Context: an optimization exercise on an open-source flow, tuned for small area. The choices shown serve that exercise and are no tape-out recipe. RTL that was checked went through simulation tests only; none was proved equivalent to the original. For run 7, only the layout was checked, not whether the RTL still works. Power and IR drop assume default switching activity. No driver is modelled on the clock port, so clocking that relies on it looks cheaper here than on a real chip.

==> flow/design.v <==
module crc_10(
  input  [47:0] data_in,
  output [3:0]  crc_out);
  assign crc_out[0] =   ^(data_in & 48'h46b7d98b821f);
  assign crc_out[1] = ~(^(data_in & 48'hcbd86a9c8621));
  assign crc_out[2] =   ^(data_in & 48'h97b0d5390c42);
  assign crc_out[3] =   ^(data_in & 48'h2f61aa721884);
endmodule
module mac_table_ram (
    input  wire        clk,
    input  wire        rst_n,
    input  wire [3:0]  idx,        
    input  wire [47:0] mac,        
    input  wire [2:0]  port,       
    input  wire        we,         
    input  wire        keep_v,     
    input  wire        flag_we,    
    output wire        rd_valid,   
    output wire [2:0]  rd_port,    
    input  wire        age,        
    input  wire [3:0]  age_addr
);
localparam W = 47;   
wire [43:0] key = {mac[47:8], mac[4], mac[2:0]};
wire [3:0]  ext = {mac[7], mac[6], mac[5], mac[3]};
reg  [16*W-1:0] ring;
reg  [3:0]      pos;
reg  [3:0]      ext15;
reg  [15:0]     valid;
reg  [15:0]     seen;
wire [3:0] slot = pos - idx;
wire       at_tap = (slot[1:0] == 2'd0);
wire [1:0] tap = slot[3:2];
wire [W-1:0] tap_q [0:3];
assign tap_q[0] = ring[ 0*W +: W];
assign tap_q[1] = ring[ 4*W +: W];
assign tap_q[2] = ring[ 8*W +: W];
assign tap_q[3] = ring[12*W +: W];
wire [W-1:0] cur = tap_q[tap];
wire match = (cur[43:0] == key) && (idx != 4'd15 || ext15 == ext);
wire [2:0] new_port = (keep_v && match) ? cur[46:44] : port;
wire wr = we && at_tap;
integer x;
always @(posedge clk) begin
    for (x = 0; x < 16; x = x + 1) begin
        if (x % 4 == 0 && wr && tap == x / 4)
            ring[((x + 1) % 16)*W +: W] <= {new_port, key};
        else
            ring[((x + 1) % 16)*W +: W] <= ring[x*W +: W];
    end
    if (wr && idx == 4'd15)
        ext15 <= ext;
end
always @(posedge clk or negedge rst_n) begin
    if (!rst_n)
        pos <= 4'd0;
    else
        pos <= pos + 4'd1;
end
reg [2:0] rd_port_r;
always @(*) begin
    rd_port_r = 3'd0;
    for (x = 0; x < 16; x = x + 1)
        if (slot == x)
            rd_port_r = ring[x*W + 44 +: 3];
end
assign rd_port = rd_port_r;
wire [15:0] sel  = 16'd1 << idx;
wire [15:0] asel = 16'd1 << age_addr;
always @(posedge clk or negedge rst_n) begin
    if (!rst_n) begin
        valid <= 16'd0;
        seen  <= 16'd0;
    end else begin
        for (x = 0; x < 16; x = x + 1) begin
            if (flag_we && sel[x]) begin
                valid[x] <= 1'b1;
                seen[x]  <= 1'b1;
            end else if (age && asel[x]) begin
                valid[x] <= seen[x];
                seen[x]  <= 1'b0;
            end
        end
    end
end
assign rd_valid = valid[idx];
endmodule
module mac_addr#(
    parameter OLD_TIME = 16'd1500,
    parameter AW = 4, 
    parameter TABLE_END = 10'd1 << AW 
)
(
    input wire sys_clk,
    input wire sys_rst_n,
    input wire mac_addr_en,
    input wire [47:0] D_mac,
    input wire [47:0] S_mac,
    input wire [2:0] S_port_num,
    output wire [2:0] D_port_num,
    output wire D_port_num_en,
    output wire flooding
);
localparam [3:0] IDLE = 4'd0, HASH = 4'd1, S1 = 4'd2, S2 = 4'd3, S3 = 4'd4,
                 FLOOD = 4'd5, W1 = 4'd6, W2 = 4'd7, W3 = 4'd8, W4 = 4'd9;
reg [3:0] st;
reg [3:0] st_nx;
reg       vsnap;         
reg       skip_q;        
wire bcast = &D_mac;
always @(*) begin
    case (st)
        IDLE:    st_nx = mac_addr_en ? (bcast ? FLOOD : HASH) : IDLE;
        S3:      st_nx = vsnap ? W1 : FLOOD;
        W4:      st_nx = IDLE;
        default: st_nx = st + 4'd1;
    endcase
end
always @(posedge sys_clk or negedge sys_rst_n) begin
    if (!sys_rst_n)
        st <= IDLE;
    else
        st <= st_nx;
end
assign flooding      = (st == FLOOD);
assign D_port_num_en = (st == S3) && vsnap;
wire        dphase = (st == HASH) || (st == S1) || (st == S2) || (st == S3);
wire [3:0]  h;
crc_10 crc_10_inst(
    .data_in (dphase ? D_mac : S_mac),
    .crc_out (h)
);
wire [3:0] idx = (!dphase && bcast) ? 4'd15 : h;
reg  [1:0] sub;
reg  [9:0] grp;
wire [9:0] grp_inc = grp + 10'd1;
always @(posedge sys_clk or negedge sys_rst_n) begin
    if (!sys_rst_n) begin
        sub <= 2'd0;
        grp <= 10'd508;
    end else if (sub == 2'd2) begin
        sub <= 2'd0;
        grp <= (grp == 10'd1023) ? 10'd508 : grp_inc;
    end else
        sub <= sub + 2'd1;
end
wire age = (&grp[9:4]) && (sub == 2'd2);
wire skip_w1 = (&grp_inc[9:4]) && (sub != 2'd2) && (grp_inc[3:0] == idx);
wire skip = (st == W1) ? skip_w1 : skip_q;
wire in_w = (st == W1) || (st == W2) || (st == W3) || (st == W4);
wire rd_valid;
always @(posedge sys_clk or negedge sys_rst_n) begin
    if (!sys_rst_n) begin
        vsnap  <= 1'b0;
        skip_q <= 1'b0;
    end else begin
        if (st == S1 || st == W1)
            vsnap <= rd_valid;
        if (st == W1)
            skip_q <= skip_w1;
    end
end
mac_table_ram mac_table_ram_inst (
    .clk      (sys_clk),
    .rst_n    (sys_rst_n),
    .idx      (idx),
    .mac      (S_mac),
    .port     (S_port_num),
    .we       (in_w && !skip),
    .keep_v   ((st == W1) ? rd_valid : vsnap),
    .flag_we  ((st == W4) && !skip),
    .rd_valid (rd_valid),
    .rd_port  (D_port_num),
    .age      (age),
    .age_addr (grp[3:0])
);
endmodule
==> flow/run.sh <==
#!/bin/bash
# synth_recipe.tcl (not shown) runs the flow's synth.tcl, then flattens the netlist and writes it again
# the make line also repeats each setting of config.mk as NAME=value (left out here)
make -C /OpenROAD-flow-scripts/flow DESIGN_CONFIG=/design/flow/config.mk WORK_HOME=/design/flow/orfs CLKGATE_MAP_FILE= SYNTH_SCRIPT=/design/flow/synth_recipe.tcl finish
==> flow/config.mk <==
export PLATFORM = sky130hd
export DESIGN_NAME = mac_addr
export DESIGN_NICKNAME = mac_addr
export VERILOG_FILES = /design/flow/design.v
export SDC_FILE = /design/flow/constraint.sdc
export NUM_CORES = 4
export LEC_CHECK = 0
export CAP_MARGIN = 20
export CORE_MARGIN = 2
export CORE_UTILIZATION = 50
export CTS_BUF_LIST = sky130_fd_sc_hd__clkbuf_8
export CTS_CLUSTER_DIAMETER = 60
export CTS_CLUSTER_SIZE = 20
export SLEW_MARGIN = 20
==> flow/constraint.sdc <==
create_clock -name core_clock -period 10.0 [get_ports {sys_clk}]
set_input_delay 2.0000 -clock core_clock [delete_from_list [all_inputs] [get_ports {sys_clk}]]
set_output_delay 2.0000 -clock core_clock [all_outputs]
set_load 0.01 [all_outputs]
==> run notes, run 1 <==
status=timing/DRC/antenna clean; Comb pwr share=0.409; first-pass GRT wire length=75100 um; Netlist cell types=73; CP Capture Type=output pin; DRC=0; EDFF count, synth=4; Synth async-reset ratio=0.0667; vias per cell=5.14; Layout Skew=0.0356 ns; cts bufs inserted=51; commonest non-fill, non-tap cell in the layout=dfxtp_1; Die Y=224 um; flop2flop setup slack=2.59 ns; Mean Syn Cell Area=14.1 um2; IO Count=107; Final Hold Viols=0; Worst-path clk slew=0.12 ns; setup TNS=0 ns; worst hold-check path type=register to register; die width=224 um; TritonCTS Sinks=810; Area after DPL=26000 um2; Filler Cell Count=3922; VDD IR-drop max=0.854 mV; DPL Wire Length=31500 um; Startpoint Class=input pin; reg2reg path depth=23; Main synth FF type=dfxtp_1; critical path class=input pin to output pin; Synth Instances=1711; Finished Layout Cells=2471; highest clock rate=103 MHz; Post-Route WL=48100 um; H-tree Lvls=2; fin area=27000 um2; Clock Power Share=0.150; Final ANT Viol Nets=0; top cell type's share of synthesized area=0.622; RSZ-0062 raised after global routing=no; Yosys warnings=2; vias=12691; Pins Over Slew Limit=0; sequential-to-total area share from yosys stat=0.683; M1 WL=23000 um; met3 WL=2090 um; Post-CTS Resized=0; max layer used=met5; commonest cells after routing, fill and taps aside=dfxtp_1, mux2_2, clkdlybuf4s50_1; Setup WS pre-CTS=0.362 ns; worst setup margin=0.297 ns; Final min period=9.70 ns; Layout Utilization=0.565; Psw=3610 uW; DR iter-0 viols=747; Layout Nets=1952; Site Rows=80; syn_nets=1828; fraction of layout cells with a size suffix above 1=0.186; Longest Clk Path Bufs=3; Wirelength per Cell=19.5 um; CP Launch Point=S_mac[19]; IO Port Bufs=106; Starting Density=0.507; Worst-Skew Late Latency=0.69 ns; Setup Fix Bufs, Post-CTS=0; RR Endpoint=mac_table_ram_inst.ring[91]; Finish-stage setup viols=0; GR Overflow Total=0; CTS tree=yes; CORE AREA=47700 um2; RR Startpoint=st[0]; Worst-Margin Slew=0.950 ns; Max Cap Viol=0; WP data required=8.00 ns; Critical Path Sink=D_port_num[2]; vias in the first global route=12967; Seq cells post-synth=810; Worst EP arrival=7.70 ns; sequential power share=0.441; Post-Syn Area=24200 um2; clock root buffer=clkbuf_8; die footprint=50200 um2; Leakage=0.0109 uW; antenna violations before repair=4; wire length on met2=21600 um; Synth area leader=dfxtp_1; Post-CTS Hold Fix Bufs=0; Placed Cells=2397; DRT Pass-1 Iters=5; largest net degree at the start of global routing=55; synth-to-layout area growth=11.5%; Worst Path Max Fanout=7; Max-slew headroom=0.367; Switching Fraction=0.352; GRT Total Usage=0.196; top post-synthesis cells by area=dfxtp_1, mux2_2, dfrtp_1, mux4_2, xnor2_1; PwrDens=380 nW/um2; Pint=6650 uW; placer congestion estimate=0.850; Final Cycle Share=0.970
[sequential cells by signal, indices dropped and copies added (netlist names)]
register / cells
mac_table_ram_inst.ext15: 4
st: 4
mac_table_ram_inst.pos: 4
grp: 10
mac_table_ram_inst.valid: 16
mac_table_ram_inst.ring: 752
vsnap: 1
sub: 2
mac_table_ram_inst.seen: 16
skip_q: 1
[routing by layer]
layer  GRT usage  vias up
met5           0        -
met4      0.0611        4
met3      0.0388       80
met2       0.308      233
met1       0.273     6271
li1            -     6103
[through the flow]
stage	hold WS, ns	power (uW)
after floorplan	0.310	7430
after global placement	0.310	8780
after detailed placement	0.312	8830
after CTS	0.315	10400
after global routing	0.317	10900
final	0.313	10300
[how the worst min path moves through the flow]
stage / startpoint / depth (start not counted) / end
3_5_place_dp: mac_table_ram_inst.ring[618] / 0 / mac_table_ram_inst.ring[665]
3_3_place_gp: mac_table_ram_inst.ring[349] / 0 / mac_table_ram_inst.ring[396]
2_1_floorplan: mac_table_ram_inst.ring[705] / 0 / mac_table_ram_inst.ring[0]
5_1_grt: mac_table_ram_inst.ring[277] / 0 / mac_table_ram_inst.ring[324]
6_report: mac_table_ram_inst.ring[651] / 0 / mac_table_ram_inst.ring[698]
4_1_cts: mac_table_ram_inst.ring[651] / 0 / mac_table_ram_inst.ring[698]
[cells in the mapped netlist (all sizes together) (14+ instances only)]
cell type,instances
xnor3,16
xnor2,82
nand4,25
nor2,46
nand3,37
nand2,104
dfxtp,752
clkbuf,39
a21oi,17
xor2,44
mux2i,40
o21ai,40
mux4,44
dfrtp,47
inv,18
a31oi,15
buf,24
ha,14
mux2,181
[cells by family (layout without fill, tap and decap cells)]
group,count (synthesis),in the layout,share of synthesized area
XOR/XNOR,144,144,0.0639
multiplexers,265,265,0.143
adder cells (fa/ha/maj),15,15,0.00807
AO/OA/AOI/OAI,120,120,0.0328
buffers and inverters,81,224,0.0140
other,0,2,0
AND/OR/NAND/NOR,276,276,0.0553
flip-flops,810,810,0.683
[power by group through the flow]
stage | Clock, uW | Combinational (uW) | Sequential, uW
after global placement | 0 | 4210 | 4570
final | 1540 | 4190 | 4530
after CTS | 1590 | 4250 | 4540
after detailed placement | 0 | 4220 | 4600
after global routing | 1710 | 4530 | 4630
after floorplan | 0 | 2960 | 4470
[final cells by class]
| type | instances | area, um2 | share of cell area |
|---|---|---|---|
| multi-input cells | 820 | 7370 | 0.273 |
| clock buffers | 53 | 729 | 0.0270 |
| well taps | 615 | 769 | 0.0285 |
| flip-flops and latches | 810 | 16500 | 0.613 |
| diodes | 2 | 5.00 | 0.000185 |
| inverters | 18 | 67.6 | 0.00250 |
| repair buffers | 134 | 1300 | 0.0483 |
| clock inverters | 19 | 199 | 0.00737 |
[critical path, stage by stage]
cell	delay, ns
clkdlybuf4s50_1	0.58
xnor2_1	0.38
buf_4	0.19
xnor3_1	0.32
xnor3_1	0.30
mux2_2	0.36
or3_1	0.40
and3_1	0.26
inv_1	0.11
ha_1	0.19
inv_1	0.05
a21o_1	0.15
a21oi_1	0.22
xnor2_2	0.21
xor2_4	0.27
nand2_1	0.17
o32a_1	0.33
o221a_2	0.24
o22ai_1	0.21
o21ai_0	0.14
o211a_1	0.15
clkdlybuf4s50_1	0.47
==> run 2: changes to the inputs <==
==> flow/config.mk (replaced) <==
export PLATFORM = sky130hd
export DESIGN_NAME = mac_addr
export DESIGN_NICKNAME = mac_addr
export VERILOG_FILES = /design/flow/design.v
export SDC_FILE = /design/flow/constraint.sdc
export NUM_CORES = 4
export LEC_CHECK = 0
export CAP_MARGIN = 20
export CORE_MARGIN = 2
export CORE_UTILIZATION = 35
export SLEW_MARGIN = 20
==> run notes, run 2 <==
status=timing/DRC/antenna clean (unchanged); Synth async-reset ratio=0.0667 (unchanged); most common cell type on the critical path=xnor3_1; RR Startpoint=st[0] (unchanged); Worst EP arrival=7.56 ns (was 7.70 ns); CP peak stage delay=0.65 ns (was 0.58 ns); CORE AREA=68500 um2 (was 47700 um2); top-count cell post-synth=dfxtp_1 (unchanged); Worst Path Max Fanout=6 (was 7); clock root buffer=clkbuf_16 (was clkbuf_8); first-pass GRT wire length=79500 um (was 75100 um); fin area=29400 um2 (was 27000 um2); IO Count=107 (unchanged); hold_sp=mac_table_ram_inst.ring[309] (was mac_table_ram_inst.ring[651]); Hold Path End=mac_table_ram_inst.ring[356] (was mac_table_ram_inst.ring[698]); reg2reg path depth=19 (was 23); max FFs per register=752 (unchanged); Startpoint Class=input pin (unchanged); vias per cell=4.63 (was 5.14); Max-slew headroom=0.344 (was 0.367); Layout Skew=0.0198 ns (was 0.0356 ns); fraction of layout cells with a size suffix above 1=0.219 (was 0.186); CP Capture Type=output pin (unchanged); highest clock rate=105 MHz (was 103 MHz); Synth Instances=1711 (unchanged); Worst-Margin Slew=0.984 ns (was 0.950 ns); Final ANT Viol Nets=0 (unchanged); PwrDens=410 nW/um2 (was 380 nW/um2); Post-Route WL=51200 um (was 48100 um); Final Cycle Share=0.956 (was 0.970); DPL Wire Length=33700 um (was 31500 um); Power Total=12000 uW (was 10300 uW); top cells by count, synth=dfxtp_1, mux2_2, nand2_1, xnor2_1, dfrtp_1 (unchanged); DRT Pass-1 Iters=5 (unchanged); Post-Syn Area=24200 um2 (unchanged); placer congestion estimate=0.876 (was 0.850); antenna violations before repair=8 (was 4); Final Hold Viols=0 (unchanged); Simple-Gate Fraction of Synth Area=0.0553 (unchanged); EDFF count, synth=4 (unchanged); Worst-path clk slew=0.06 ns (was 0.12 ns); cts bufs inserted=82 (was 51); critical path class=input pin to output pin (unchanged); Worst-Skew Late Latency=0.62 ns (was 0.69 ns); GR Overflow Total=0 (unchanged); commonest non-fill, non-tap cell in the layout=dfxtp_1 (unchanged); RSZ-0062 raised after global routing=no (unchanged); H-tree Lvls=3 (was 2); Site Rows=96 (was 80); DR iter-0 viols=788 (was 747); Synth area leader=dfxtp_1 (unchanged); Mean Syn Cell Area=14.1 um2 (unchanged); synth-to-layout area growth=21.4% (was 11.5%); CTS tree=yes (unchanged); largest net degree at the start of global routing=55 (unchanged); top post-synthesis cells by area=dfxtp_1, mux2_2, dfrtp_1, mux4_2, xnor2_1 (unchanged); Most flops, register=mac_table_ram_inst.ring (unchanged); Layout Nets=1989 (was 1952); setup TNS=0 ns (unchanged); die footprint=71200 um2 (was 50200 um2); Leakage=0.0119 uW (was 0.0109 uW); syn_nets=1828 (unchanged); Pins Over Slew Limit=0 (unchanged); largest family of logic cells by synthesized area=multiplexers (unchanged); worst hold-check path type=register to register (unchanged); Netlist cell types=73 (unchanged); WHS Path Cells=0 (unchanged); commonest cells after routing, fill and taps aside=dfxtp_1, mux2_2, clkdlybuf4s50_1 (unchanged); top cell type's share of synthesized area=0.622 (unchanged); Die Y=267 um (was 224 um); RR Endpoint=mac_table_ram_inst.ring[655] (was mac_table_ram_inst.ring[91]); Yosys warnings=2 (unchanged); register area=16500 um2 (unchanged); VDD IR-drop max=0.878 mV (was 0.854 mV); WP data required=8.00 ns (about the same); IO Port Bufs=106 (unchanged); Starting Density=0.353 (was 0.507); vias in the first global route=13519 (was 12967); die width=267 um (was 224 um); crit-path cells=clkdlybuf4s50_1, xnor3_1, xnor3_1, xnor3_1, mux2_2, or3_1, and3_1, inv_1, ha_1, inv_1, a21o_1, a21oi_1, xnor2_2, xor2_4, nand2_1, o32a_1, o221a_2, o22ai_1, o21ai_0, o211a_1, clkdlybuf4s50_1 (was clkdlybuf4s50_1, xnor2_1, buf_4, xnor3_1, xnor3_1, mux2_2, or3_1, and3_1, inv_1, ha_1, inv_1, a21o_1, a21oi_1, xnor2_2, xor2_4, nand2_1, o32a_1, o221a_2, o22ai_1, o21ai_0, o211a_1, clkdlybuf4s50_1); adder-cell share of the synthesized area=0.00807 (unchanged); Synth Area in Compound Gates=0.0328 (unchanged); Wirelength per Cell=18.1 um (was 19.5 um); Max Cap Viol=0 (unchanged); GRT Total Usage=0.147 (was 0.196); area occupied by multi-input gates=7370 um2 (unchanged); mux cell area share after synthesis=0.143 (unchanged); post-synthesis xor/xnor area fraction=0.0639 (unchanged); Area after DPL=26400 um2 (was 26000 um2); Finish-stage setup viols=0 (unchanged); Seq cells post-synth=810 (unchanged); vias=13071 (was 12691); flop2flop setup slack=2.60 ns (was 2.59 ns); Longest Clk Path Bufs=3 (unchanged); Setup Fix Bufs, Post-CTS=0 (unchanged); Final min period=9.56 ns (was 9.70 ns); TritonCTS Sinks=810 (unchanged); Largest regs=mac_table_ram_inst.ring x752, mac_table_ram_inst.seen x16, mac_table_ram_inst.valid x16 (unchanged); Filler Cell Count=6195 (was 3922); Main synth FF type=dfxtp_1 (unchanged); sequential-to-total area share from yosys stat=0.683 (unchanged); Worst path slowest cell=clkdlybuf4s50_1 (unchanged); DRC=0 (unchanged)
## run 2: cell counts after synthesis
Identical to the previous run, type by type.
## run 2: how the worst max path moves through the flow
stage | cells past startpoint | startpoint | slack [ns] | end
finish | 21 | S_mac[37] | 0.44 | D_port_num[2]
CTS | 21 | S_mac[2] | 0.34 | D_port_num[2]
global route | 21 | S_mac[2] | 0.07 | D_port_num[2]
floorplan | 21 | S_mac[17] | 1.21 | D_port_num[2]
global placement | 21 | S_mac[2] | 0.43 | D_port_num[0]
detailed placement | 21 | S_mac[2] | 0.41 | D_port_num[2]
## run 2: stage by stage
step	instances	utilization	worst slack (ns)	hold WS, ns
CTS	2822	0.429	0.344	0.318
floorplan	1711	-	1.21	0.310
finish	2825	0.429	0.440	0.316
global route	2823	0.429	0.0704	0.321
global placement	2670	0.386	0.428	0.310
detailed placement	2670	0.386	0.406	0.312
## run 2: final cells by class
cell class              count  area share
clock buffers             112      0.0806
repair buffers            140      0.0455
diodes                      3    0.000256
flip-flops and latches    810       0.563
clock inverters            40      0.0193
multi-input cells         820       0.251
well taps                 882      0.0376
inverters                  18     0.00230
## run 2: power by group
part | switching (uW) | internal, uW
sequential | 302 | 4240
clock | 1260 | 1980
combinational | 2390 | 1880
## run 2: cell families after synthesis
| logic type | Yosys count |
|---|---|
| compound gates | 120 |
| fa+ha+maj | 15 |
| simple gates | 276 |
| buf+inv | 81 |
| flops | 810 |
| mux | 265 |
| xor+xnor | 144 |
## run 2: critical path, delay by kind of cell
family          cells  cell delay [ns]
fa+ha+maj           1             0.19
compound gates      7             1.42
simple gates        3             0.81
mux                 1             0.37
buf+inv             4             1.30
xor+xnor            5             1.44
## run 2: timing repair
item / in CTS / in global routing
gates resized for setup: 0 / 1
hold endpoints to repair: 0 / 0
setup endpoints to repair: 0 / 2
hold buffers: 0 / 0
## run 2: routing by layer
layer | vias up | global-route usage | routed length, um
li1 | 6251 | - | -
met1 | 6437 | 0.197 | 24000
met3 | 99 | 0.0344 | 2650
met5 | - | 0 | 55
met2 | 274 | 0.229 | 23200
met4 | 10 | 0.0562 | 1410
==> run 3: changes to the inputs <==
--- a/flow/config.mk
+++ b/flow/config.mk
@@ -7,5 +7,8 @@
 export LEC_CHECK = 0
 export CAP_MARGIN = 20
 export CORE_MARGIN = 2
-export CORE_UTILIZATION = 35
+export CORE_UTILIZATION = 50
+export CTS_BUF_LIST = sky130_fd_sc_hd__clkbuf_16
+export CTS_CLUSTER_DIAMETER = 100
+export CTS_CLUSTER_SIZE = 30
 export SLEW_MARGIN = 20
==> run notes, run 3 <==
Wirelength per Cell=19.4 um (was 18.1 um); Synth area leader=dfxtp_1 (unchanged); DRC=0 (unchanged); Post-Route WL=47300 um (was 51200 um); top-count cell post-synth=dfxtp_1 (unchanged); Synth async-reset ratio=0.0667 (unchanged); DR iter-0 viols=794 (was 788); CP Capture Type=output pin (unchanged); vias=12539 (was 13071); Starting Density=0.507 (was 0.353); commonest cells after routing, fill and taps aside=dfxtp_1, mux2_2, clkdlybuf4s50_1 (unchanged); Netlist cell types=73 (unchanged); H-tree Lvls=1 (was 3); Hold Path End=mac_table_ram_inst.ring[42] (was mac_table_ram_inst.ring[356]); GR Overflow Total=0 (unchanged); Worst path slowest cell=clkdlybuf4s50_1 (unchanged); top cells by count, synth=dfxtp_1, mux2_2, nand2_1, xnor2_1, dfrtp_1 (unchanged); IO Port Bufs=106 (unchanged); WP data required=8.00 ns (about the same); Largest regs=mac_table_ram_inst.ring x752, mac_table_ram_inst.seen x16, mac_table_ram_inst.valid x16 (unchanged); EDFF count, synth=4 (unchanged); flop2flop setup slack=2.55 ns (was 2.60 ns); Worst-Margin Slew=0.956 ns (was 0.984 ns); highest clock rate=104 MHz (was 105 MHz); worst hold-check path type=register to register (unchanged); Final min period=9.66 ns (was 9.56 ns); setup TNS=0 ns (unchanged); top cell type's share of synthesized area=0.622 (unchanged); Most flops, register=mac_table_ram_inst.ring (unchanged); fraction of layout cells with a size suffix above 1=0.172 (was 0.219); Yosys warnings=2 (unchanged); Mean Syn Cell Area=14.1 um2 (unchanged); GRT Total Usage=0.191 (was 0.147); critical path class=input pin to output pin (unchanged); Synth Instances=1711 (unchanged); Setup Fix Bufs, Post-CTS=0 (unchanged); cts bufs inserted=31 (was 82); Layout Nets=1932 (was 1989); Finish-stage setup viols=0 (unchanged); Seq cells post-synth=810 (unchanged); RR Endpoint=mac_table_ram_inst.ring[656] (was mac_table_ram_inst.ring[655]); Worst-path clk slew=0.11 ns (was 0.06 ns); die width=224 um (was 267 um); DPL Wire Length=31500 um (was 33700 um); Final Cycle Share=0.966 (was 0.956); hold_sp=mac_table_ram_inst.ring[747] (was mac_table_ram_inst.ring[309]); max FFs per register=752 (unchanged); commonest non-fill, non-tap cell in the layout=dfxtp_1 (unchanged); CTS tree=yes (unchanged); crit-path cells=clkdlybuf4s50_1, xnor2_1, buf_4, xnor3_1, xnor3_1, mux2_2, or3_1, and3_1, inv_1, ha_1, inv_1, a21o_1, a21oi_1, xnor2_2, xor2_4, nand2_1, o32a_1, o221a_2, o22ai_1, o21ai_0, o211a_1, clkdlybuf4s50_1 (was clkdlybuf4s50_1, xnor3_1, xnor3_1, xnor3_1, mux2_2, or3_1, and3_1, inv_1, ha_1, inv_1, a21o_1, a21oi_1, xnor2_2, xor2_4, nand2_1, o32a_1, o221a_2, o22ai_1, o21ai_0, o211a_1, clkdlybuf4s50_1); vias per cell=5.15 (was 4.63); clock root buffer=clkbuf_16 (unchanged); Final Hold Viols=0 (unchanged); WHS Path Cells=0 (unchanged); sequential-to-total area share from yosys stat=0.683 (unchanged); PwrDens=379 nW/um2 (was 410 nW/um2); Leakage=0.0108 uW (was 0.0119 uW); IO Count=107 (unchanged); Power Total=10200 uW (was 12000 uW); Longest Clk Path Bufs=3 (unchanged); status=timing/DRC/antenna clean (unchanged); VDD IR-drop max=0.852 mV (was 0.878 mV); largest net degree at the start of global routing=55 (unchanged); first-pass GRT wire length=74200 um (was 79500 um); Worst-Skew Late Latency=0.63 ns (was 0.62 ns); Post-Syn Area=24200 um2 (unchanged); Max Cap Viol=0 (unchanged); RSZ-0062 raised after global routing=no (unchanged); RR Startpoint=st[0] (unchanged); Filler Cell Count=3912 (was 6195); TritonCTS Sinks=810 (unchanged); placer congestion estimate=0.850 (was 0.876); Final ANT Viol Nets=0 (unchanged); Worst Path Max Fanout=7 (was 6); Worst EP arrival=7.66 ns (was 7.56 ns); Site Rows=80 (was 96); Placed Cells=2397 (was 2670); die footprint=50200 um2 (was 71200 um2); Layout Skew=0.0213 ns (was 0.0198 ns); DRT Pass-1 Iters=5 (unchanged); reg2reg path depth=23 (was 19); worst setup margin=0.344 ns (was 0.440 ns); top post-synthesis cells by area=dfxtp_1, mux2_2, dfrtp_1, mux4_2, xnor2_1 (unchanged); synth-to-layout area growth=11.1% (was 21.4%); antenna violations before repair=3 (was 8); CORE AREA=47700 um2 (was 68500 um2); CP peak stage delay=0.57 ns (was 0.65 ns); syn_nets=1828 (unchanged); Finished Layout Cells=2437 (was 2825); vias in the first global route=12771 (was 13519); Die Y=224 um (was 267 um); Pins Over Slew Limit=0 (unchanged); Max-slew headroom=0.363 (was 0.344); Setup WS pre-CTS=0.362 ns (was 0.406 ns); Main synth FF type=dfxtp_1 (unchanged); Startpoint Class=input pin (unchanged)
[run 3: cell counts after synthesis]
No cell type changed its count.
[run 3: worst max-delay path by stage]
stage | cells past startpoint | end | slack [ns] | startpoint
final | 22 | D_port_num[2] | 0.34 | S_mac[19]
after global routing | 21 | D_port_num[2] | 0.02 | S_mac[42]
after CTS | 22 | D_port_num[2] | 0.32 | S_mac[19]
after detailed placement | 22 | D_port_num[2] | 0.36 | S_mac[19]
after global placement | 22 | D_port_num[2] | 0.42 | S_mac[19]
after floorplan | 21 | D_port_num[2] | 1.21 | S_mac[17]
[run 3: area by class of cell]
cell class	instances	area, um2	share of cell area
flip-flops and latches	810	16500	0.615
clock inverters	8	56.3	0.00209
diodes	1	2.50	0.0000931
multi-input cells	820	7370	0.274
repair buffers	134	1300	0.0485
inverters	18	67.6	0.00251
clock buffers	31	776	0.0289
well taps	615	769	0.0286
[run 3: per-stage QoR]
| stage | util | hold WS, ns | instance area [um2] |
|---|---|---|---|
| floorplan | - | 0.310 | 24200 |
| global placement | 0.545 | 0.310 | 26000 |
| detailed placement | 0.545 | 0.312 | 26000 |
| CTS | 0.563 | 0.328 | 26900 |
| global route | 0.563 | 0.330 | 26900 |
| finish | 0.563 | 0.322 | 26900 |
[run 3: critical path, delay by kind of cell]
| family | cells | cell delay (ns) |
|---|---|---|
| and+or+nand+nor | 3 | 0.82 |
| xor gates and xnor gates | 5 | 1.48 |
| muxes | 1 | 0.36 |
| adders and majority gates | 1 | 0.19 |
| buffers and inverters | 5 | 1.38 |
| AOI/OAI and AO/OA | 7 | 1.43 |
[run 3: repair_timing]
action,4_1_cts,5_1_grt
endpoints found under the setup margin,0,1
gates resized for setup,0,1
hold buffers,0,0
[run 3: logic make-up (layout without fill, tap and decap cells)]
kind of cell	count (synthesis)	after routing	share of synthesized area
AND/OR/NAND/NOR	276	276	0.0553
flip-flops	810	810	0.683
XOR/XNOR	144	144	0.0639
adder cells (fa/ha/maj)	15	15	0.00807
other	0	1	0
buffers and inverters	81	191	0.0140
multiplexers	265	265	0.143
AO/OA/AOI/OAI	120	120	0.0328
[run 3: layer usage]
metal | wire length (um) | up-vias | share of wire | global-route usage
met5 | 30 | - | 0.00063 | 0
met3 | 2000 | 60 | 0.042 | 0.0278
met4 | 907 | 4 | 0.019 | 0.0452
met2 | 21500 | 214 | 0.45 | 0.309
li1 | - | 6064 | - | -
met1 | 22900 | 6197 | 0.48 | 0.273
[run 3: power breakdown]
part           total [uW]  switching [uW]  internal (uW)
registers            4530             298           4230
logic                4180            2300           1880
clock network        1490             921            568
==> run 4: changes to the inputs <==
==> flow/flow/run.sh (new file) <==
#!/bin/bash
# The standard layout (standard.sh: the standard flow's synthesis and ORFS flow) with two
# changes: the port buffers are the smallest buffer (buf_1), and clock tree
# synthesis uses larger sink clusters and no dummy loads.
set -e
export BUFFER_PORTS_ARGS="-buffer_cell sky130_fd_sc_hd__buf_1"
export CTS_ARGS="-sink_clustering_enable -repair_clock_nets -sink_clustering_size 40 -sink_clustering_max_diameter 45 -buf_list sky130_fd_sc_hd__clkbuf_16 -dont_use_dummy_load"
bash standard.sh > standard.log 2>&1
==> flow/standard.sh (new file) <==
#!/bin/bash
# synth_recipe.tcl (not shown) runs the flow's synth.tcl, then flattens the netlist and writes it again
# the make line also repeats each setting of config.mk as NAME=value (left out here)
make -C /OpenROAD-flow-scripts/flow DESIGN_CONFIG=/design/flow/config.mk WORK_HOME=/design/flow/orfs CLKGATE_MAP_FILE= SYNTH_SCRIPT=/design/flow/synth_recipe.tcl "${@:-finish}"
--- a/flow/config.mk
+++ b/flow/config.mk
@@ -8,7 +8,4 @@
 export CAP_MARGIN = 20
 export CORE_MARGIN = 2
 export CORE_UTILIZATION = 50
-export CTS_BUF_LIST = sky130_fd_sc_hd__clkbuf_16
-export CTS_CLUSTER_DIAMETER = 100
-export CTS_CLUSTER_SIZE = 30
 export SLEW_MARGIN = 20
removed: flow/run.sh
==> run notes, run 4 <==
VDD IR-drop max=0.507 mV (was 0.852 mV); Wirelength per Cell=20.0 um (was 19.4 um); Setup Fix Bufs, Post-CTS=0 (unchanged); GRT Total Usage=0.202 (was 0.191); placer congestion estimate=0.932 (was 0.850); H-tree Lvls=3 (was 1); Final ANT Viol Nets=0 (unchanged); Post-Syn Area=24200 um2 (unchanged); sequential power share=0.410 (was 0.444); Site Rows=80 (unchanged); Switching Fraction=0.332 (was 0.345); synth-to-layout area growth=12.7% (was 11.1%); reg2reg path depth=22 (was 23); Max Cap Viol=0 (unchanged); GR Overflow Total=0 (unchanged); vias per cell=5.17 (was 5.15); Seq cells post-synth=810 (unchanged); vias in the first global route=13017 (was 12771); IO Count=107 (unchanged); Final Hold Viols=0 (unchanged); critical path class=input pin to output pin (unchanged); DPL Wire Length=33300 um (was 31500 um); top cells by count, synth=dfxtp_1, mux2_2, nand2_1, xnor2_1, dfrtp_1 (unchanged); M1 WL=23500 um (was 22900 um); max FFs per register=752 (unchanged); Main synth FF type=dfxtp_1 (unchanged); CP peak stage delay=0.61 ns (was 0.57 ns); Power Total=11100 uW (was 10200 uW); Synth Instances=1711 (unchanged); Longest Clk Path Bufs=3 (unchanged); top cell type's share of synthesized area=0.622 (unchanged); Post-Route WL=49500 um (was 47300 um); RR Startpoint=st[0] (unchanged); RR Endpoint=mac_table_ram_inst.ring[657] (was mac_table_ram_inst.ring[656]); flop2flop setup slack=2.36 ns (was 2.55 ns); Most flops, register=mac_table_ram_inst.ring (unchanged); commonest non-fill, non-tap cell in the layout=dfxtp_1 (unchanged); die footprint=50200 um2 (unchanged); Mean Syn Cell Area=14.1 um2 (unchanged); Max-slew headroom=0.424 (was 0.363); clock root buffer=clkbuf_16 (unchanged); top post-synthesis cells by area=dfxtp_1, mux2_2, dfrtp_1, mux4_2, xnor2_1 (unchanged); max layer used=met5 (unchanged); CP Capture Type=output pin (unchanged); Die Y=224 um (unchanged); largest net degree at the start of global routing=55 (unchanged); setup TNS=0 ns (unchanged); Worst-Margin Slew=0.862 ns (was 0.956 ns); Synth area leader=dfxtp_1 (unchanged); Placed Cells=2390 (was 2397); wire length on met2=22200 um (was 21500 um); cts bufs inserted=77 (was 31); Worst Path Max Fanout=17 (was 7); highest clock rate=109 MHz (was 104 MHz); Post-CTS Resized=0 (unchanged); Finish-stage setup viols=0 (unchanged); crit-path cells=buf_1, xnor2_1, xnor3_1, xnor3_1, mux2_2, o21ai_0, and3_1, inv_1, ha_1, fa_1, xor2_4, nand2_1, o32a_1, o221a_2, o22ai_1, o21ai_0, o211a_1, buf_1 (was clkdlybuf4s50_1, xnor2_1, buf_4, xnor3_1, xnor3_1, mux2_2, or3_1, and3_1, inv_1, ha_1, inv_1, a21o_1, a21oi_1, xnor2_2, xor2_4, nand2_1, o32a_1, o221a_2, o22ai_1, o21ai_0, o211a_1, clkdlybuf4s50_1); DRT Pass-1 Iters=5 (unchanged); top-count cell post-synth=dfxtp_1 (unchanged); WP data required=8.00 ns (about the same); CORE AREA=47700 um2 (unchanged); Layout Utilization=0.571 (was 0.563); Post-CTS Hold Fix Bufs=0 (unchanged); Psw=3680 uW (was 3520 uW); Startpoint Class=input pin (unchanged); Starting Density=0.507 (unchanged); DRC=0 (unchanged); met3 WL=2380 um (was 2000 um); antenna violations before repair=5 (was 3); TritonCTS Sinks=810 (unchanged); Netlist cell types=73 (unchanged); CP Launch Point=S_mac[19] (unchanged); status=timing/DRC/antenna clean (unchanged); RSZ-0062 raised after global routing=no (unchanged); Finished Layout Cells=2469 (was 2437); Synth async-reset ratio=0.0667 (unchanged); Layout Skew=0.0707 ns (was 0.0213 ns); fraction of layout cells with a size suffix above 1=0.187 (was 0.172); vias=12773 (was 12539); Pins Over Slew Limit=0 (unchanged); CTS tree=yes (unchanged); first-pass GRT wire length=76600 um (was 74200 um); Leakage=0.0110 uW (was 0.0108 uW); PwrDens=407 nW/um2 (was 379 nW/um2); syn_nets=1828 (unchanged); Clock Power Share=0.218 (was 0.146); Layout Nets=1971 (was 1932); Yosys warnings=2 (unchanged); worst hold-check path type=register to register (unchanged); Comb pwr share=0.373 (was 0.410); sequential-to-total area share from yosys stat=0.683 (unchanged); commonest cells after routing, fill and taps aside=dfxtp_1, mux2_2, buf_1 (was dfxtp_1, mux2_2, clkdlybuf4s50_1); EDFF count, synth=4 (unchanged); Pint=7420 uW (was 6680 uW); Worst-path clk slew=0.08 ns (was 0.11 ns); die width=224 um (unchanged); Critical Path Sink=D_port_num[2] (unchanged); Worst EP arrival=7.13 ns (was 7.66 ns); Final min period=9.13 ns (was 9.66 ns); Worst path slowest cell=xor2_4 (was clkdlybuf4s50_1); IO Port Bufs=106 (unchanged); Worst-Skew Late Latency=0.62 ns (was 0.63 ns); Largest regs=mac_table_ram_inst.ring x752, mac_table_ram_inst.seen x16, mac_table_ram_inst.valid x16 (unchanged); DR iter-0 viols=790 (was 794); Final Cycle Share=0.913 (was 0.966)
-- run 4: cell count changes in the layout (fill, tap and decap cells not counted), sizes merged --
cell and change:
diode +1, clkbuf +47, buf +97, clkdlybuf4s50 -105
inv -5, clkinv -3
-- run 4: worst max-delay path: cells and delay by family --
| family | cells | cell delay (ns) |
|---|---|---|
| XOR/XNOR | 4 | 1.91 |
| multiplexers | 1 | 0.37 |
| AND/OR/NAND/NOR | 2 | 0.54 |
| AO/OA/AOI/OAI | 6 | 1.20 |
| adder cells (fa/ha/maj) | 2 | 0.72 |
| buffers and inverters | 3 | 0.40 |
-- run 4: cell families (layout without fill, tap and decap cells) --
logic type                 after synthesis  in the layout  synth area share
and+or+nand+nor                        276            276            0.0553
other                                    0              2                 0
DFF                                    810            810             0.683
xor gates and xnor gates               144            144            0.0639
buffers and inverters                   81            222            0.0140
muxes                                  265            265             0.143
adders and majority gates               15             15           0.00807
AOI/OAI and AO/OA                      120            120            0.0328
-- run 4: worst min-delay path by stage --
stage                                       from                            to  slack (ns)  depth (start not counted)
finish              mac_table_ram_inst.ring[312]  mac_table_ram_inst.ring[359]        0.28                          0
global route        mac_table_ram_inst.ring[312]  mac_table_ram_inst.ring[359]        0.28                          0
CTS                 mac_table_ram_inst.ring[312]  mac_table_ram_inst.ring[359]        0.28                          0
detailed placement  mac_table_ram_inst.ring[719]   mac_table_ram_inst.ring[14]        0.31                          0
global placement     mac_table_ram_inst.ring[83]  mac_table_ram_inst.ring[130]        0.31                          0
floorplan           mac_table_ram_inst.ring[705]    mac_table_ram_inst.ring[0]        0.31                          0
-- run 4: cell type report --
| type | count | area (um2) |
|---|---|---|
| Fill cell | 3838 | 20500 |
| Sequential cell | 810 | 16500 |
| Inverter | 18 | 67.6 |
| Antenna cell | 2 | 5.00 |
| Multi-Input combinational cell | 820 | 7370 |
| Clock buffer | 77 | 1930 |
| Timing Repair Buffer | 127 | 594 |
| Tap cell | 615 | 769 |
-- run 4: routing by layer --
metal / track usage / vias to the layer above
met2: 0.312 / 241
met5: 0 / -
met3: 0.0513 / 98
met4: 0.0645 / 8
met1: 0.278 / 6290
li1: - / 6136
-- run 4: power groups by stage --
stage	clock, uW	sequential (uW)	combinational [uW]
after global placement	0	4590	4120
after CTS	2480	4560	4190
after global routing	2600	4650	4470
after detailed placement	0	4610	4170
final	2420	4550	4140
after floorplan	0	4470	2960
-- run 4: per-stage QoR --
stage	area, um2	worst slack (ns)	hold slack (ns)
after floorplan	24200	1.21	0.310
after detailed placement	25300	0.676	0.312
after global placement	25300	0.798	0.310
after CTS	27300	0.867	0.283
final	27300	0.868	0.280
after global routing	27300	0.518	0.283
==> run 5: changes to the inputs <==
==> flow/flow/run.sh (replaced) <==
#!/bin/bash
# The standard layout (standard.sh: the standard flow's synthesis and ORFS flow) with two
# changes: the port buffers are the smallest buffer (buf_1), and clock tree
# synthesis uses larger sink clusters and no dummy loads.
set -e
export BUFFER_PORTS_ARGS="-buffer_cell sky130_fd_sc_hd__buf_1"
export CTS_ARGS="-sink_clustering_enable -repair_clock_nets -sink_clustering_size 36 -sink_clustering_max_diameter 60 -buf_list sky130_fd_sc_hd__clkbuf_16 -dont_use_dummy_load"
bash standard.sh > standard.log 2>&1
==> run notes, run 5 <==
status=timing/DRC/antenna clean (unchanged); Synth area leader=dfxtp_1 (unchanged); Max Cap Viol=0 (unchanged); register area=16500 um2 (unchanged); max FFs per register=752 (unchanged); clock root buffer=clkbuf_16 (unchanged); Finish-stage setup viols=0 (unchanged); Final min period=9.14 ns (was 9.13 ns); Leakage=0.0106 uW (was 0.0110 uW); WP data required=8.00 ns (about the same); Longest Clk Path Bufs=3 (unchanged); Post-CTS Hold Fix Bufs=0 (unchanged); worst hold-check path type=register to register (unchanged); vias in the first global route=12744 (was 13017); DR iter-0 viols=757 (was 790); Placed Cells=2390 (unchanged); cts bufs inserted=42 (was 77); PwrDens=394 nW/um2 (was 407 nW/um2); top cells by count, synth=dfxtp_1, mux2_2, nand2_1, xnor2_1, dfrtp_1 (unchanged); area occupied by multi-input gates=7370 um2 (unchanged); commonest non-fill, non-tap cell in the layout=dfxtp_1 (unchanged); wire length on met2=21900 um (was 22200 um); Netlist cell types=73 (unchanged); M1 WL=23600 um (was 23500 um); Worst Path Max Fanout=17 (unchanged); die width=224 um (unchanged); Final Hold Viols=0 (unchanged); Main synth FF type=dfxtp_1 (unchanged); EDFF count, synth=4 (unchanged); top cell type's share of synthesized area=0.622 (unchanged); setup TNS=0 ns (unchanged); Final ANT Viol Nets=0 (unchanged); Final Cycle Share=0.914 (was 0.913); met3 WL=2280 um (was 2380 um); reg2reg path depth=19 (was 22); Starting Density=0.507 (unchanged); Synth async-reset ratio=0.0667 (unchanged); commonest cells after routing, fill and taps aside=dfxtp_1, mux2_2, buf_1 (unchanged); WHS Path Cells=0 (unchanged); vias per cell=5.15 (was 5.17); Site Rows=80 (unchanged); IO Count=107 (unchanged); Post-Route WL=49000 um (was 49500 um); DPL Wire Length=33300 um (unchanged); Die Y=224 um (unchanged); synth-to-layout area growth=9.09% (was 12.7%); sequential-to-total area share from yosys stat=0.683 (unchanged); largest net degree at the start of global routing=55 (unchanged); die footprint=50200 um2 (unchanged); top-count cell post-synth=dfxtp_1 (unchanged); max layer used=met5 (unchanged); antenna violations before repair=5 (unchanged); fraction of layout cells with a size suffix above 1=0.172 (was 0.187); IO Port Bufs=106 (unchanged); flop2flop setup slack=2.38 ns (was 2.36 ns); Post-Syn Area=24200 um2 (unchanged); H-tree Lvls=2 (was 3); Max-slew headroom=0.408 (was 0.424); top post-synthesis cells by area=dfxtp_1, mux2_2, dfrtp_1, mux4_2, xnor2_1 (unchanged); Largest regs=mac_table_ram_inst.ring x752, mac_table_ram_inst.seen x16, mac_table_ram_inst.valid x16 (unchanged); Layout Nets=1936 (was 1971); Wirelength per Cell=20.1 um (was 20.0 um); GRT Total Usage=0.198 (was 0.202); vias=12542 (was 12773); Yosys warnings=2 (unchanged); TritonCTS Sinks=810 (unchanged); syn_nets=1828 (unchanged); Layout Skew=0.0694 ns (was 0.0707 ns); RSZ-0062 raised after global routing=no (unchanged); highest clock rate=109 MHz (about the same); critical path class=input pin to output pin (unchanged); CP Capture Type=output pin (unchanged); Pins Over Slew Limit=0 (unchanged); Startpoint Class=input pin (unchanged); Worst-path clk slew=0.08 ns (about the same); DRT Pass-1 Iters=5 (unchanged); Worst EP arrival=7.14 ns (was 7.13 ns); DRC=0 (unchanged); Synth Instances=1711 (unchanged); Seq cells post-synth=810 (unchanged); GR Overflow Total=0 (unchanged); first-pass GRT wire length=75600 um (was 76600 um); Setup Fix Bufs, Post-CTS=0 (unchanged); CTS tree=yes (unchanged); placer congestion estimate=0.932 (unchanged); Filler Cell Count=3919 (was 3838); Mean Syn Cell Area=14.1 um2 (unchanged); Most flops, register=mac_table_ram_inst.ring (unchanged); VDD IR-drop max=0.498 mV (was 0.507 mV); CORE AREA=47700 um2 (unchanged); Worst-Skew Late Latency=0.61 ns (was 0.62 ns); Post-CTS Resized=0 (unchanged); Worst-Margin Slew=0.886 ns (was 0.862 ns); Finished Layout Cells=2435 (was 2469)
-- run 5: power by group --
group          switching (uW)  total [uW]  internal (uW)
Sequential                311        4540           4230
Combinational            2310        4140           1830
Clock                     953        1700            751
Total                    3570       10400           6820
-- run 5: layout make-up --
type                            instances  area share
Antenna cell                            3    0.000284
Clock buffer                           42      0.0398
Inverter                               18     0.00256
Multi-Input combinational cell        820       0.279
Sequential cell                       810       0.627
Tap cell                              615      0.0292
Timing Repair Buffer                  127      0.0225
-- run 5: path summary, 6_finish.rpt --
kind	from	endpoint
hold reg to reg	mac_table_ram_inst.ring[163]	mac_table_ram_inst.ring[210]
min in group asynchronous	sys_rst_n	mac_table_ram_inst.seen[0]
setup / recovery	S_mac[19]	D_port_num[2]
max in group asynchronous	sys_rst_n	mac_table_ram_inst.seen[5]
hold / removal	mac_table_ram_inst.ring[163]	mac_table_ram_inst.ring[210]
setup reg to reg	st[0]	mac_table_ram_inst.ring[657]
-- run 5: per-layer routing --
metal  GRT usage  vias up
li1            -     6063
met2       0.310      233
met1       0.278     6158
met5           0        -
met3      0.0397       82
met4      0.0645        6
-- run 5: through the flow --
step / hold WS [ns] / total power (uW) / util / worst slack (ns) / area, um2
floorplan: 0.310 / 7430 / - / 1.21 / 24200
global placement: 0.310 / 8710 / 0.531 / 0.798 / 25300
detailed placement: 0.312 / 8790 / 0.531 / 0.676 / 25300
CTS: 0.277 / 10500 / 0.553 / 0.868 / 26400
global route: 0.277 / 11000 / 0.553 / 0.519 / 26400
finish: 0.278 / 10400 / 0.553 / 0.862 / 26400
-- run 5: cell families (layout without fill, tap and decap cells) --
family / Yosys count / in the layout / share of synthesized area
AOI/OAI and AO/OA: 120 / 120 / 0.0328
xor gates and xnor gates: 144 / 144 / 0.0639
adders and majority gates: 15 / 15 / 0.00807
buffers and inverters: 81 / 187 / 0.0140
DFF: 810 / 810 / 0.683
muxes: 265 / 265 / 0.143
other: 0 / 3 / 0
and+or+nand+nor: 276 / 276 / 0.0553
-- run 5: worst max-delay path, stage by stage --
cell and delay (ns):
buf_1 0.19, xnor2_1 0.54, xnor3_1 0.43, xnor3_1 0.33, mux2_2 0.37, o21ai_0 0.24, and3_1 0.28, inv_1 0.09
ha_1 0.21, fa_1 0.51, xor2_4 0.62, nand2_1 0.26, o32a_1 0.23, o221a_2 0.25, o22ai_1 0.19, o21ai_0 0.12
o211a_1 0.16, buf_1 0.13
==> run 6: changes to the inputs <==
==> flow/flow/run.sh (replaced) <==
#!/bin/bash
# The standard layout (standard.sh: the standard flow's synthesis and ORFS flow) with two
# changes: the port buffers are the smallest buffer (buf_1), and clock tree
# synthesis uses larger sink clusters and no dummy loads.
set -e
export BUFFER_PORTS_ARGS="-buffer_cell sky130_fd_sc_hd__buf_1"
export CTS_ARGS="-sink_clustering_enable -repair_clock_nets -sink_clustering_size 30 -sink_clustering_max_diameter 100 -buf_list sky130_fd_sc_hd__clkbuf_16 -dont_use_dummy_load"
bash standard.sh > standard.log 2>&1
==> run notes, run 6 <==
CORE AREA=47700 um2 (unchanged); RSZ-0062 raised after global routing=no (unchanged); top cells by count, synth=dfxtp_1, mux2_2, nand2_1, xnor2_1, dfrtp_1 (unchanged); flop2flop setup slack=2.37 ns (was 2.38 ns); most common cell type on the critical path=xnor3_1; top cell type's share of synthesized area=0.622 (unchanged); fraction of layout cells with a size suffix above 1=0.167 (was 0.172); vias in the first global route=12732 (was 12744); WP data required=8.00 ns (about the same); Final min period=9.16 ns (was 9.14 ns); H-tree Lvls=1 (was 2); Finished Layout Cells=2422 (was 2435); worst hold slack=0.297 ns (was 0.278 ns); EDFF count, synth=4 (unchanged); PwrDens=389 nW/um2 (was 394 nW/um2); max FFs per register=752 (unchanged); Leakage=0.0104 uW (was 0.0106 uW); critical path class=input pin to output pin (unchanged); GRT Total Usage=0.195 (was 0.198); die footprint=50200 um2 (unchanged); Clock Power Share=0.144 (was 0.164); cts bufs inserted=31 (was 42); DRT Pass-1 Iters=5 (unchanged); register area=16500 um2 (unchanged); Starting Density=0.507 (unchanged); crit-path cells=buf_1, xnor3_1, xnor3_1, xnor3_1, mux2_2, o21ai_0, and3_1, inv_1, ha_1, fa_1, xor2_4, nand2_1, o32a_1, o221a_2, o22ai_1, o21ai_0, o211a_1, buf_1 (was buf_1, xnor2_1, xnor3_1, xnor3_1, mux2_2, o21ai_0, and3_1, inv_1, ha_1, fa_1, xor2_4, nand2_1, o32a_1, o221a_2, o22ai_1, o21ai_0, o211a_1, buf_1); GR Overflow Total=0 (unchanged); Worst path slowest cell=xor2_4 (unchanged); Post-CTS Resized=0 (unchanged); Post-CTS Hold Fix Bufs=0 (unchanged); Worst-Margin Slew=0.910 ns (was 0.886 ns); placer congestion estimate=0.932 (unchanged); Largest regs=mac_table_ram_inst.ring x752, mac_table_ram_inst.seen x16, mac_table_ram_inst.valid x16 (unchanged); Die Y=224 um (unchanged); Wirelength per Cell=20.1 um (about the same); Max-slew headroom=0.392 (was 0.408); Pins Over Slew Limit=0 (unchanged); VDD IR-drop max=0.498 mV (about the same); Setup Fix Bufs, Post-CTS=0 (unchanged); IO Port Bufs=106 (unchanged); Netlist cell types=73 (unchanged); Layout Skew=0.0606 ns (was 0.0694 ns); Pint=6620 uW (was 6820 uW); Area after DPL=25300 um2 (unchanged); syn_nets=1828 (unchanged); vias=12458 (was 12542); Synth Instances=1711 (unchanged); Main synth FF type=dfxtp_1 (unchanged); Filler Cell Count=3952 (was 3919); fin area=26100 um2 (was 26400 um2); top-count cell post-synth=dfxtp_1 (unchanged); Worst-path clk slew=0.11 ns (was 0.08 ns); sequential-to-total area share from yosys stat=0.683 (unchanged); commonest cells after routing, fill and taps aside=dfxtp_1, mux2_2, buf_1 (unchanged); Mean Syn Cell Area=14.1 um2 (unchanged); antenna violations before repair=5 (unchanged); Final ANT Viol Nets=0 (unchanged); Worst EP arrival=7.16 ns (was 7.14 ns); Most flops, register=mac_table_ram_inst.ring (unchanged); Synth async-reset ratio=0.0667 (unchanged); area occupied by multi-input gates=7370 um2 (unchanged); Placed Cells=2390 (unchanged); Longest Clk Path Bufs=3 (unchanged); TritonCTS Sinks=810 (unchanged); Post-Route WL=48600 um (was 49000 um); Yosys warnings=2 (unchanged); Setup WS pre-CTS=0.676 ns (unchanged); status=timing/DRC/antenna clean (unchanged); commonest non-fill, non-tap cell in the layout=dfxtp_1 (unchanged); Seq cells post-synth=810 (unchanged); DPL Wire Length=33300 um (unchanged); Switching Fraction=0.348 (was 0.344); Worst-Skew Late Latency=0.63 ns (was 0.61 ns); setup TNS=0 ns (unchanged); Finish-stage setup viols=0 (unchanged); Final Hold Viols=0 (unchanged); Psw=3530 uW (was 3570 uW); Layout Nets=1925 (was 1936); highest clock rate=109 MHz (about the same); clock root buffer=clkbuf_16 (unchanged); Final Cycle Share=0.916 (was 0.914); die width=224 um (unchanged); Max Cap Viol=0 (unchanged); worst setup margin=0.845 ns (was 0.862 ns); CP peak stage delay=0.62 ns (about the same); top post-synthesis cells by area=dfxtp_1, mux2_2, dfrtp_1, mux4_2, xnor2_1 (unchanged); Largest delay share family, worst path=XOR/XNOR gates (unchanged); Post-Syn Area=24200 um2 (unchanged); worst hold-check path type=register to register (unchanged); DR iter-0 viols=777 (was 757); vias per cell=5.14 (was 5.15); Synth area leader=dfxtp_1 (unchanged); Worst Path Max Fanout=17 (unchanged); largest net degree at the start of global routing=55 (unchanged); CTS tree=yes (unchanged); Site Rows=80 (unchanged); IO Count=107 (unchanged); sequential power share=0.448 (was 0.437); Startpoint Class=input pin (unchanged); WP buf/inv=3 (unchanged); first-pass GRT wire length=75000 um (was 75600 um); synth-to-layout area growth=7.93% (was 9.09%); CP Capture Type=output pin (unchanged); DRC=0 (unchanged); Comb pwr share=0.408 (was 0.399)
[run 6: changes by cell type in the layout (fill, tap and decap cells not counted), sizes merged]
cell    previous run  this run
clkbuf            43        32
diode              3         1
[run 6: cell type report]
type                            instances  share of cell area
Timing Repair Buffer                  127              0.0228
Sequential cell                       810               0.633
Tap cell                              615              0.0295
Multi-Input combinational cell        820               0.282
Clock buffer                           31              0.0297
Inverter                               18             0.00259
Antenna cell                            1           0.0000958
[run 6: routing by layer]
metal | track usage | up-vias | part of all wire
li1 | - | 6027 | -
met1 | 0.278 | 6133 | 0.48
met2 | 0.308 | 215 | 0.45
met3 | 0.0336 | 75 | 0.045
met4 | 0.0503 | 8 | 0.022
met5 | 0 | - | 0.0011
[run 6: worst paths after layout]
check	start	endpoint	depth (start not counted)
min in group asynchronous	sys_rst_n	sub[0]	2
setup reg to reg	st[0]	mac_table_ram_inst.ring[657]	22
setup / recovery	S_mac[31]	D_port_num[2]	18
hold / removal	mac_table_ram_inst.ring[132]	mac_table_ram_inst.ring[179]	0
max in group asynchronous	sys_rst_n	skip_q	2
hold reg to reg	mac_table_ram_inst.ring[132]	mac_table_ram_inst.ring[179]	0
[run 6: through the flow]
stage	util	total power [uW]
after floorplan	-	7430
after global placement	0.531	8710
after detailed placement	0.531	8790
after CTS	0.547	10300
after global routing	0.547	10700
final	0.547	10100
[run 6: cell families after synthesis]
logic type	share of synthesized area
flops	0.683
buf+inv	0.0140
xor+xnor	0.0639
simple gates	0.0553
fa+ha+maj	0.00807
mux	0.143
compound gates	0.0328
[run 6: worst register-to-register path: stages (launching register included)]
cell,delay [ns]
dfrtp_1,0.44
inv_1,0.10
ha_1,0.27
nor4_2,0.66
or3_1,0.39
mux2i_1,0.37
or4_1,0.17
o2111ai_1,0.15
o21ai_1,0.51
inv_1,0.09
ha_1,0.29
a21o_1,0.10
a21oi_1,0.07
xnor2_1,0.65
xor2_4,0.25
buf_12,0.30
mux4_2,0.43
xor2_1,0.18
nor4_1,0.62
nand4_1,0.42
or4_1,0.64
o21ai_1,0.28
a31oi_1,0.14
[run 6: power groups by stage]
stage	combinational [uW]	sequential, uW	clock, uW
6_report	4140	4540	1460
5_1_grt	4470	4640	1610
4_1_cts	4200	4550	1510
3_5_place_dp	4170	4610	0
3_3_place_gp	4120	4590	0
2_1_floorplan	2960	4470	0
==> run 7: changes to the inputs <==
--- a/flow/design.v
+++ b/flow/design.v
@@ -12,11 +12,12 @@
     input  wire [3:0]  idx,        
     input  wire [47:0] mac,        
     input  wire [2:0]  port,       
-    input  wire        we,         
+    input  wire        we_nx,      
     input  wire        keep_v,     
     input  wire        flag_we,    
+    input  wire        port_cap,   
     output wire        rd_valid,   
-    output wire [2:0]  rd_port,    
+    output reg  [2:0]  rd_port,    
     input  wire        age,        
     input  wire [3:0]  age_addr
 );
@@ -28,43 +29,44 @@
 reg  [3:0]      ext15;
 reg  [15:0]     valid;
 reg  [15:0]     seen;
-wire [3:0] slot = pos - idx;
-wire       at_tap = (slot[1:0] == 2'd0);
-wire [1:0] tap = slot[3:2];
-wire [W-1:0] tap_q [0:3];
-assign tap_q[0] = ring[ 0*W +: W];
-assign tap_q[1] = ring[ 4*W +: W];
-assign tap_q[2] = ring[ 8*W +: W];
-assign tap_q[3] = ring[12*W +: W];
-wire [W-1:0] cur = tap_q[tap];
+reg  [3:0]      wr;          
+wire [3:0] slot    = pos - idx;
+wire [3:0] slot_nx = slot + 4'd1;
+wire [3:0] wr_nx   = {4{we_nx && slot_nx[1:0] == 2'd0}} & (4'd1 << slot_nx[3:2]);
+always @(posedge clk or negedge rst_n) begin
+    if (!rst_n) begin
+        pos <= 4'd0;
+        wr  <= 4'd0;
+    end else begin
+        pos <= pos + 4'd1;
+        wr  <= wr_nx;
+    end
+end
+wire [W-1:0] cur = ({W{wr[0]}} & ring[ 0*W +: W]) | ({W{wr[1]}} & ring[ 4*W +: W]) |
+                   ({W{wr[2]}} & ring[ 8*W +: W]) | ({W{wr[3]}} & ring[12*W +: W]);
 wire match = (cur[43:0] == key) && (idx != 4'd15 || ext15 == ext);
 wire [2:0] new_port = (keep_v && match) ? cur[46:44] : port;
-wire wr = we && at_tap;
 integer x;
 always @(posedge clk) begin
     for (x = 0; x < 16; x = x + 1) begin
-        if (x % 4 == 0 && wr && tap == x / 4)
+        if (x % 4 == 0 && wr[x / 4])
             ring[((x + 1) % 16)*W +: W] <= {new_port, key};
         else
             ring[((x + 1) % 16)*W +: W] <= ring[x*W +: W];
     end
-    if (wr && idx == 4'd15)
+    if (|wr && idx == 4'd15)
         ext15 <= ext;
 end
-always @(posedge clk or negedge rst_n) begin
-    if (!rst_n)
-        pos <= 4'd0;
-    else
-        pos <= pos + 4'd1;
-end
-reg [2:0] rd_port_r;
+reg [2:0] slot_port;
 always @(*) begin
-    rd_port_r = 3'd0;
+    slot_port = 3'd0;
     for (x = 0; x < 16; x = x + 1)
         if (slot == x)
-            rd_port_r = ring[x*W + 44 +: 3];
+            slot_port = ring[x*W + 44 +: 3];
 end
-assign rd_port = rd_port_r;
+always @(posedge clk)
+    if (port_cap)
+        rd_port <= slot_port;
 wire [15:0] sel  = 16'd1 << idx;
 wire [15:0] asel = 16'd1 << age_addr;
 always @(posedge clk or negedge rst_n) begin
@@ -124,7 +126,7 @@
 end
 assign flooding      = (st == FLOOD);
 assign D_port_num_en = (st == S3) && vsnap;
-wire        dphase = (st == HASH) || (st == S1) || (st == S2) || (st == S3);
+wire        dphase = (st == HASH) || (st == S1);
 wire [3:0]  h;
 crc_10 crc_10_inst(
     .data_in (dphase ? D_mac : S_mac),
@@ -145,9 +147,11 @@
         sub <= sub + 2'd1;
 end
 wire age = (&grp[9:4]) && (sub == 2'd2);
-wire skip_w1 = (&grp_inc[9:4]) && (sub != 2'd2) && (grp_inc[3:0] == idx);
-wire skip = (st == W1) ? skip_w1 : skip_q;
-wire in_w = (st == W1) || (st == W2) || (st == W3) || (st == W4);
+wire [9:0] grp_inc2 = grp + 10'd2;
+wire skip_nx = (sub == 2'd0 && (&grp_inc[9:4]) && grp_inc[3:0] == idx) ||
+               (sub == 2'd2 && (&grp_inc2[9:4]) && grp_inc2[3:0] == idx);
+wire nx_w1 = (st == S3 && vsnap) || (st == FLOOD);
+wire nx_w  = nx_w1 || (st == W1) || (st == W2) || (st == W3);
 wire rd_valid;
 always @(posedge sys_clk or negedge sys_rst_n) begin
     if (!sys_rst_n) begin
@@ -156,8 +160,8 @@
     end else begin
         if (st == S1 || st == W1)
             vsnap <= rd_valid;
-        if (st == W1)
-            skip_q <= skip_w1;
+        if (nx_w1)
+            skip_q <= skip_nx;
     end
 end
 mac_table_ram mac_table_ram_inst (
@@ -166,9 +170,10 @@
     .idx      (idx),
     .mac      (S_mac),
     .port     (S_port_num),
-    .we       (in_w && !skip),
+    .we_nx    (nx_w && !(nx_w1 ? skip_nx : skip_q)),
     .keep_v   ((st == W1) ? rd_valid : vsnap),
-    .flag_we  ((st == W4) && !skip),
+    .flag_we  ((st == W4) && !skip_q),
+    .port_cap (st == S1),
     .rd_valid (rd_valid),
     .rd_port  (D_port_num),
     .age      (age),
==> run notes, run 7 <==
status=timing/DRC/antenna clean (unchanged); worst setup margin=3.45 ns (was 0.845 ns); CORE AREA=47800 um2 (was 47700 um2); RSZ-0062 raised after global routing=no (unchanged); top cell type's share of synthesized area=0.620 (was 0.622); Wirelength per Cell=18.3 um (was 20.1 um); vias in the first global route=12602 (was 12732); register area=16700 um2 (was 16500 um2); highest clock rate=153 MHz (was 109 MHz); Layout Nets=1943 (was 1925); Longest Clk Path Bufs=3 (unchanged); top-count cell post-synth=dfxtp_1 (unchanged); CP peak stage delay=0.59 ns (was 0.62 ns); commonest non-fill, non-tap cell in the layout=dfxtp_1 (unchanged); CTS tree=yes (unchanged); placer congestion estimate=0.881 (was 0.932); WP data required=10.34 ns (was 8.00 ns); Setup WS pre-CTS=2.56 ns (was 0.676 ns); Yosys warnings=2 (unchanged); max layer used=met5 (unchanged); top cells by count, synth=dfxtp_1, mux2_2, xnor2_1, nand2_1, a22o_1 (was dfxtp_1, mux2_2, nand2_1, xnor2_1, dfrtp_1); VDD IR-drop max=0.321 mV (was 0.498 mV); Starting Density=0.508 (was 0.507); Final Cycle Share=0.655 (was 0.916); GRT Total Usage=0.178 (was 0.195); Placed Cells=2407 (was 2390); Synth async-reset ratio=0.0710 (was 0.0667); Worst Path Max Fanout=16 (was 17); die width=224 um (about the same); Finished Layout Cells=2438 (was 2422); Most flops, register=mac_table_ram_inst.ring (unchanged); Finish-stage setup viols=0 (unchanged); Mean Syn Cell Area=13.9 um2 (was 14.1 um2); CP Capture Type=register (was output pin); antenna violations before repair=3 (was 5); synth-to-layout area growth=7.27% (was 7.93%); Largest regs=mac_table_ram_inst.ring x752, mac_table_ram_inst.seen x16, mac_table_ram_inst.valid x16 (unchanged); DPL Wire Length=29900 um (was 33300 um); area occupied by multi-input gates=7210 um2 (was 7370 um2); Layout Skew=0.0481 ns (was 0.0606 ns); Synth area leader=dfxtp_1 (unchanged); Max-slew headroom=0.420 (was 0.392); PwrDens=317 nW/um2 (was 389 nW/um2); Netlist cell types=73 (unchanged); Leakage=0.0103 uW (was 0.0104 uW); Final Hold Viols=0 (unchanged); commonest cells after routing, fill and taps aside=dfxtp_1, mux2_2, buf_1 (unchanged); Post-Route WL=44700 um (was 48600 um); sequential-to-total area share from yosys stat=0.689 (was 0.683); Largest delay share family, worst path=XOR/XNOR gates (unchanged); Filler Cell Count=4044 (was 3952); die footprint=50400 um2 (was 50200 um2); Final min period=6.55 ns (was 9.16 ns); Worst-Margin Slew=0.866 ns (was 0.910 ns); Die Y=224 um (about the same); M1 WL=21700 um (was 23500 um); WP buf/inv=2 (was 3); Main synth FF type=dfxtp_1 (unchanged); syn_nets=1865 (was 1828); max FFs per register=752 (unchanged); crit-path cells=buf_1, xnor3_1, xnor2_1, xnor3_1, mux2i_2, xor2_2, nand2_1, inv_1, ha_1, a21o_1, a21oi_1, xnor2_1, xnor2_2, and2_1, a22o_1, a22o_1, a221oi_1, a311oi_1 (was buf_1, xnor3_1, xnor3_1, xnor3_1, mux2_2, o21ai_0, and3_1, inv_1, ha_1, fa_1, xor2_4, nand2_1, o32a_1, o221a_2, o22ai_1, o21ai_0, o211a_1, buf_1); vias=12611 (was 12458); DR iter-0 viols=768 (was 777); wire length on met2=20000 um (was 21800 um); Seq cells post-synth=817 (was 810); Max Cap Viol=0 (unchanged); IO Count=107 (unchanged); IO Port Bufs=106 (unchanged); Setup Fix Bufs, Post-CTS=0 (unchanged); Power Total=8250 uW (was 10100 uW); Startpoint Class=input pin (unchanged)
## run 7: cell types whose count changed in the layout (fill, tap and decap cells not counted), sizes merged, moves of 15 or more
cell    delta
mux4      -39
mux2i     -15
a221oi    +45
o21ai     -17
mux2      +17
xor2      -23
a22o      +51
xnor2     +22
## run 7: cells by family (layout without fill, tap and decap cells)
family                   Yosys count  in the layout  synth area share
buffers and inverters             90            166            0.0148
XOR/XNOR                         145            145            0.0651
AND/OR/NAND/NOR                  257            257            0.0511
AO/OA/AOI/OAI                    194            194            0.0618
adder cells (fa/ha/maj)           16             16           0.00855
flip-flops                       817            817             0.689
multiplexers                     228            228             0.110
## run 7: final timing paths
kind                                                   start  slack [ns]                             to  cells past startpoint
worst max-delay path                               S_mac[27]        3.45  mac_table_ram_inst.rd_port[0]                     18
worst min-delay path            mac_table_ram_inst.ring[128]        0.29   mac_table_ram_inst.ring[175]                      0
worst max register to register                         st[0]        4.90  mac_table_ram_inst.rd_port[0]                     17
min in group asynchronous                          sys_rst_n        1.50                         sub[1]                      2
max in group asynchronous                          sys_rst_n        7.89       mac_table_ram_inst.wr[3]                      2
worst min register to register  mac_table_ram_inst.ring[128]        0.29   mac_table_ram_inst.ring[175]                      0
## run 7: per-stage QoR
| step | util | area (um2) |
|---|---|---|
| floorplan | - | 24300 |
| global placement | 0.528 | 25300 |
| detailed placement | 0.528 | 25300 |
| CTS | 0.544 | 26000 |
| global route | 0.544 | 26100 |
| finish | 0.544 | 26100 |
## run 7: final cells by class
class,count,share of cell area
Sequential cell,817,0.643
Clock buffer,31,0.0298
Tap cell,615,0.0295
Multi-Input combinational cell,840,0.277
Timing Repair Buffer,118,0.0188
Inverter,17,0.00245
## run 7: worst reg2reg max path, stage by stage (launching register included)
cell and delay [ns]:
dfrtp_1 0.43, inv_1 0.11, ha_1 0.25, or2_1 0.30, nand2_2 0.31, mux2i_2 0.37, xor3_1 0.70, nand2_1 0.25
inv_1 0.12, ha_1 0.34, a21oi_1 0.18, xnor2_1 0.18, xnor2_2 0.25, and2_1 0.26, a22o_1 0.18, a22o_1 0.22
a221oi_1 0.29, a311oi_1 0.07
## run 7: metal layers
layer	vias up	track usage
met2	187	0.283
li1	6157	-
met4	6	0.0515
met1	6196	0.253
met3	65	0.0303
met5	-	0
## run 7: where the power goes
| group | switching [uW] | internal [uW] |
|---|---|---|
| clock network | 900 | 556 |
| logic | 1310 | 988 |
| registers | 343 | 4160 |

port drivers added, routing unchanged:
The results above use ideal ports. As a check the final layouts listed here were re-extracted and re-timed, cells and wires unchanged. Step 1 assumes that a clkbuf_16 drives the clock port and a buf_2 every other input. Step 2 also shifts input and output timing later by t, the mid clock arrival at the registers, as if the neighbouring blocks saw the same clock. Three values: no drivers, after step 1, after step 2; two values: the first two.
| run | t (ns) | setup slack, ns |
|---|---|---|
| run 1 | 0.721 | 0.297 / 0.270 / 0.270 |
| run 2 | 0.667 | 0.440 / 0.394 / 0.394 |
| run 3 | 0.669 | 0.344 / 0.317 / 0.317 |
| run 4 | 0.640 | 0.868 / 0.847 / 0.680 |
| run 5 | 0.632 | 0.862 / 0.841 / 0.679 |
| run 6 | 0.656 | 0.845 / 0.822 / 0.722 |
| run 7 | 0.649 | 3.452 / 3.483 / 2.835 |
After both steps every run listed still meets setup and hold.
